What follows belongs to an exercise in optimizing a design on an open flow for small area, a short achievable clock period and few clock cycles; a production flow would make more cautious choices. At most, simulation tests tie the RTL to the original design; equivalence was not proved.

== rev 12 ==
==> module fadd_comb, before the edit <==
module fadd_comb (
	input  [31:0] inA,
	input  [31:0] inB,
	input         op,
	output reg [31:0] out
);
	wire       sA = inA[31];
	wire [7:0] eA = inA[30:23];
	wire [23:0] mA = {1'b1, inA[22:0]};
	wire       sB = inB[31] ^ op;
	wire [7:0] eB = inB[30:23];
	wire [23:0] mB = {1'b1, inB[22:0]};
	wire eGt = eA > eB;
	wire eEq = eA == eB;
	wire Aisbig = eGt | (eEq & (mA > mB));
	wire diffSign = sA ^ sB;
	wire [7:0] dAB = eA - eB;
	wire [7:0] dBA = eB - eA;
	wire sBig = Aisbig ? sA : sB;
	wire [7:0] eBig = Aisbig ? eA : eB;
	wire [23:0] mBig = Aisbig ? mA : mB;
	wire [23:0] mSmall = Aisbig ? mB : mA;
	wire [7:0] d = Aisbig ? dAB : dBA;
	wire [23:0] mAl = mSmall >> d[4:0];
	wire [24:0] sum = {1'b0, mBig} + {1'b0, mAl};
	wire [23:0] dif = mBig - mAl;
	reg [4:0] lz;
	integer i;
	always @(*) begin
		lz = 5'd24;
		for (i = 0; i < 24; i = i + 1)
			if (dif[i]) lz = 5'd23 - i[4:0];
	end
	wire [23:0] difN = dif << lz;
	always @(*) begin
		if ((eA == 8'hff && inA[22]) || (eB == 8'hff && inB[22]))
			out = 32'h7fffffff;
		else if (eA == 8'hff && inA[22:0] == 23'd0) begin
			if (eB == 8'hff && inB[22:0] == 23'd0 && diffSign)
				out = 32'h7fffffff;
			else
				out = {sA, 8'hff, 23'd0};
		end
		else if (eB == 8'hff)
			out = {sB, 8'hff, 23'd0};
		else if (eA == 8'd0 && inA[22:0] == 23'd0)
			out = {sB, eB, inB[22:0]};
		else if (eB == 8'd0 && inB[22:0] == 23'd0)
			out = {sA, eA, inA[22:0]};
		else if (d > 8'd23)
			out = {sBig, eBig, mBig[22:0]};
		else if (diffSign) begin
			if (dif == 24'd0 || eBig < {3'd0, lz})
				out = {sBig, 8'd0, 23'd0};
			else
				out = {sBig, eBig - {3'd0, lz}, difN[22:0]};
		end
		else begin
			if (eBig == 8'hfe)
				out = {sBig, 8'hff, 23'd0};
			else if (sum[24])
				out = {sBig, eBig + 8'd1, sum[23:1]};
			else
				out = {sBig, eBig, sum[22:0]};
		end
	end
endmodule
export LEC_CHECK = 0
export ABC_AREA = 1
export CAP_MARGIN = 20
export CORE_MARGIN = 2
export CORE_UTILIZATION = 40
export SLEW_MARGIN = 20
create_clock -name core_clock -period 40.0 [get_ports {Clk}]
standard.sh (not shown) runs the stock make flow with config.mk's settings and CLKGATE_MAP_FILE= SYNTH_SCRIPT=/design/flow/synth_recipe.tcl, a recipe that flattens the netlist after the stock synthesis.
==> flow/flow/run.sh <==
#!/bin/bash
# Standard ORFS layout (the standard.sh, unchanged synthesis), with
# repair_timing asked to leave a larger setup margin than the default so the
# resizer works on the critical paths although the 40 ns clock is met.
set -euo pipefail
cd "$(dirname "$0")/.."
bash standard.sh SETUP_SLACK_MARGIN=30.8 finish > standard_flow.log 2>&1
Rev 12 went all the way through the flow, and no timing, DRC or antenna check failed.
Testbench counts of rev 12, summed over its fixed seeds: cycles 81,175.
For rev 13, these inputs were changed with respect to rev 12:
--- a/flow/design.v
+++ b/flow/design.v
@@ -19,14 +19,15 @@
 	wire sBig = Aisbig ? sA : sB;
 	wire [7:0] eBig = Aisbig ? eA : eB;
 	wire [23:0] mBig = Aisbig ? mA : mB;
 	wire [23:0] mSmall = Aisbig ? mB : mA;
 	wire [7:0] d = Aisbig ? dAB : dBA;
 	wire [23:0] mAl = mSmall >> d[4:0];
-	wire [24:0] sum = {1'b0, mBig} + {1'b0, mAl};
-	wire [23:0] dif = mBig - mAl;
+	wire [24:0] sd = {1'b0, mBig} + {1'b0, mAl ^ {24{diffSign}}} + {24'd0, diffSign};
+	wire [24:0] sum = sd;
+	wire [23:0] dif = sd[23:0];
 	reg [4:0] lz;
 	integer i;
 	always @(*) begin
 		lz = 5'd24;
 		for (i = 0; i < 24; i = i + 1)
 			if (dif[i]) lz = 5'd23 - i[4:0];
Results
- Of rev 13 and rev 12, rev 13 shows the higher area added between synthesis and finish, with rev 12 below it.
- Compared with rev 12, in rev 13 xor/xnor share of the synthesized area now larger; wire length has increased; fraction of layout cells with a size suffix above 1 now larger.
The RTL of rev 13 was laid out without a check of its function.

========
## job 101
Another version of the RTL of FPU (not shown whole).
For scale: about 4600 cells after synthesis, roughly 140 flip-flops, about 100 I/O pins, about 37000 µm² of cells after synthesis.
==> module FPU, before the edit <==
module FPU
	#(
		parameter PRECISION = 32
	) (
		input [PRECISION-1:0] A,
		input [PRECISION-1:0] B,
		input Clk,
		input Reset,
		input [1:0] Operation,
		output [PRECISION-1:0] Result,
		output Done
	);
	localparam [31:0] C32 = 32'b0_01111111_11100001111000011110001;
	localparam [31:0] C48 = 32'b0_10000000_01101001011010010110101;
	localparam [31:0] TWO = 32'h40000000;
	reg [31:0] rA, rB;
	reg [1:0] rOp;
	reg [31:0] X, Y;
	reg [2:0] iter;
	reg D;
	reg sStart, sA0, sT, sS, sX, sF;
	wire [31:0] Nq = {rA[31], 8'd126, rA[22:0]};
	wire [31:0] Dq = {rB[31], 8'd126, rB[22:0]};
	wire divSpecial;
	wire [31:0] divSpecialResult;
	wire [8:0] expDiff;
	FP_DivCheck chk (.A(rA), .B(rB), .special(divSpecial), .specialResult(divSpecialResult), .expDiff(expDiff));
	wire isDiv = rOp[1] & rOp[0];
	wire [31:0] mulA = sStart ? (rOp[0] ? C32 : rA) : sT ? X : sX ? Y : Nq;
	wire [31:0] mulB = (sStart | sT) ? {rB[31], ((sStart & ~rOp[0]) ? rB[30:23] : 8'd126), rB[22:0]} : X;
	wire [7:0] mulAdj = sF ? expDiff[7:0] - 8'd254 : 8'd0;
	wire [31:0] mulR;
	FP_Multiplier mul (.A(mulA), .B(mulB), .expAdj(mulAdj), .Result(mulR));
	wire addDiv = rOp[1];
	wire [31:0] addA = addDiv ? (sA0 ? C48 : TWO) : rA;
	wire [31:0] addB = addDiv ? Y : rB;
	wire addOp = addDiv | rOp[0];
	wire [31:0] addR;
	fadd_comb add (.inA(addA), .inB(addB), .op(addOp), .out(addR));
	wire converged = (mulR[31:1] == 31'h1fc00000);
	wire stop = (mulR == X) | (iter == 3'd6);
	always @(posedge Clk) begin
		if (Reset) begin
			rA <= A;
			rB <= B;
			rOp <= Operation;
		end
		sStart <= Reset;
		sA0 <= ~Reset & sStart & isDiv & ~divSpecial;
		sT <= ~Reset & (sA0 | (sX & ~stop));
		sS <= ~Reset & sT & ~converged;
		sX <= ~Reset & sS;
		sF <= ~Reset & ((sT & converged) | (sX & stop));
		D <= ~Reset & (D | (sStart & ~(isDiv & ~divSpecial)) | sF);
		if (sStart)
			X <= ~rOp[1] ? addR : ~rOp[0] ? mulR : divSpecialResult;
		if (sA0)
			X <= addR;
		if (sX | sF)
			X <= mulR;
		if (sStart | sT)
			Y <= mulR;
		if (sS)
			Y <= addR;
		if (sA0)
			iter <= 3'd1;
		if (sX)
			iter <= iter + 3'd1;
	end
	assign Result = X;
	assign Done = D;
endmodule
Settings: LEC_CHECK=0, CAP_MARGIN=20, CORE_MARGIN=2, CORE_UTILIZATION=40, SLEW_MARGIN=20; clock period 40.0 ns.
==> flow/flow/run.sh <==
#!/bin/bash
# Standard ORFS layout (the standard.sh, unchanged synthesis), with
# repair_timing asked to leave a larger setup margin than the default so the
# resizer works on the critical paths although the 40 ns clock is met.
set -euo pipefail
cd "$(dirname "$0")/.."
bash standard.sh SETUP_SLACK_MARGIN=30 finish > standard_flow.log 2>&1
## Diff of input files: job 102 against job 101
--- a/flow/design.v
+++ b/flow/design.v
@@ -11,16 +11,15 @@
 	wire [7:0] eB = inB[30:23];
 	wire [23:0] mB = {1'b1, inB[22:0]};
-	wire eGt = eA > eB;
-	wire eEq = eA == eB;
-	wire Aisbig = eGt | (eEq & (mA > mB));
+	wire Aisbig = inA[30:0] > inB[30:0];
 	wire diffSign = sA ^ sB;
 	wire [7:0] dAB = eA - eB;
 	wire [7:0] dBA = eB - eA;
+	wire [23:0] mBal = mB >> dAB[4:0];
+	wire [23:0] mAal = mA >> dBA[4:0];
 	wire sBig = Aisbig ? sA : sB;
 	wire [7:0] eBig = Aisbig ? eA : eB;
 	wire [23:0] mBig = Aisbig ? mA : mB;
-	wire [23:0] mSmall = Aisbig ? mB : mA;
+	wire [23:0] mAl = Aisbig ? mBal : mAal;
 	wire [7:0] d = Aisbig ? dAB : dBA;
-	wire [23:0] mAl = mSmall >> d[4:0];
 	wire [24:0] sum = {1'b0, mBig} + {1'b0, mAl};
 	wire [23:0] dif = mBig - mAl;
@@ -1128,4 +1127,5 @@
 	reg D;
 	reg sStart, sA0, sT, sS, sX, sF;
+	reg negY;
 	wire [31:0] Nq = {rA[31], 8'd126, rA[22:0]};
 	wire [31:0] Dq = {rB[31], 8'd126, rB[22:0]};
@@ -1135,5 +1135,5 @@
 	FP_DivCheck chk (.A(rA), .B(rB), .special(divSpecial), .specialResult(divSpecialResult), .expDiff(expDiff));
 	wire isDiv = rOp[1] & rOp[0];
-	wire [31:0] mulA = sStart ? (rOp[0] ? C32 : rA) : sT ? X : sX ? Y : Nq;
+	wire [31:0] mulA = sStart ? (rOp[0] ? C32 : rA) : sT ? X : sX ? {Y[31] ^ negY, Y[30:0]} : Nq;
 	wire [31:0] mulB = (sStart | sT) ? {rB[31], ((sStart & ~rOp[0]) ? rB[30:23] : 8'd126), rB[22:0]} : X;
 	wire [7:0] mulAdj = sF ? expDiff[7:0] - 8'd254 : 8'd0;
@@ -1142,5 +1142,5 @@
 	wire addDiv = rOp[1];
 	wire [31:0] addA = addDiv ? (sA0 ? C48 : TWO) : rA;
-	wire [31:0] addB = addDiv ? Y : rB;
+	wire [31:0] addB = Y;
 	wire addOp = addDiv | rOp[0];
 	wire [31:0] addR;
@@ -1148,4 +1148,5 @@
 	wire converged = (mulR[31:1] == 31'h1fc00000);
 	wire stop = (mulR == X) | (iter == 3'd6);
+	wire bigT = (mulR[30:23] >= 8'd152) & (mulR[30:23] != 8'hff);
 	always @(posedge Clk) begin
 		if (Reset) begin
@@ -1157,6 +1158,7 @@
 		sA0 <= ~Reset & sStart & isDiv & ~divSpecial;
 		sT <= ~Reset & (sA0 | (sX & ~stop));
-		sS <= ~Reset & sT & ~converged;
-		sX <= ~Reset & sS;
+		sS <= ~Reset & sT & ~converged & ~bigT;
+		sX <= ~Reset & (sS | (sT & ~converged & bigT));
+		negY <= sT;
 		sF <= ~Reset & ((sT & converged) | (sX & stop));
 		D <= ~Reset & (D | (sStart & ~(isDiv & ~divSpecial)) | sF);
@@ -1171,4 +1173,6 @@
 		if (sS)
 			Y <= addR;
+		if (Reset)
+			Y <= B;
 		if (sA0)
 			iter <= 3'd1;
- Job 102 ran to completion and came out clean on the timing, design-rule and antenna checks.
- The final layout from job 101, which completed every stage, passed the timing, design-rule and antenna checks at the end of the flow.
- From job 101 to job 102 the numbers moved as follows: share of final layout cell area taken by clock buffers and inverters held; post-layout instance area down 2100 µm².
- Of job 101 and job 102, the higher multi-input gate area in the final layout belongs to job 101.
- [compare] base=job 101 new=job 102: post-cts gate resize count went down.
- Between job 102 and job 101, the CTS clock-pin slew for the worst setup and hold paths does not differ in any meaningful way.
- Wire length of the first global-routing pass ended up 4.9% lower on job 102 than on job 101.
- Delta(setup slack, job 102 - job 101) < 0
- Compared with job 101, in job 102 data arrival time at the worst-slack endpoint rose 0.04 ns, xor/xnor cell area share of the yosys netlist fell 0.56 points.
Testbench counts of job 102, summed over its fixed seeds: cycles 81,175.
The RTL of job 101 was laid out without a check of its function.

what the ideal ports hide:
The results above use ideal ports. As a check the final layouts listed here were re-extracted and re-timed, cells and wires unchanged.
Step 1, drivers: a clkbuf_16 drives Clk and a buf_2 each remaining input, both assumed.
Step 2 times the ports against the registers' clock, not the clock port: input delays grow and output delays shrink by t, the midpoint of the rising clock arrivals with the driver on.
Slacks: no drivers / after step 1 / after step 2; pairs: no drivers / after step 1.
| run | shift t [ns] | setup slack, ns | cell pins on the clock port's net |
|---|---|---|---|
| rev 12 | 0.512 | 30.754 / 30.697 / 30.342 | 1 |
| rev 13 | 0.501 | 30.640 / 30.640 / 30.396 | 1 |
| job 101 | 0.548 | 29.992 / 29.935 / 30.221 | 1 |
| job 102 | 0.508 | 29.952 / 29.897 / 29.643 | 1 |
After both steps every run listed still meets setup and hold. For rev 12, which loses most, drivers alone change the setup slack by -0.057 ns; drivers and shift together by -0.412 ns.
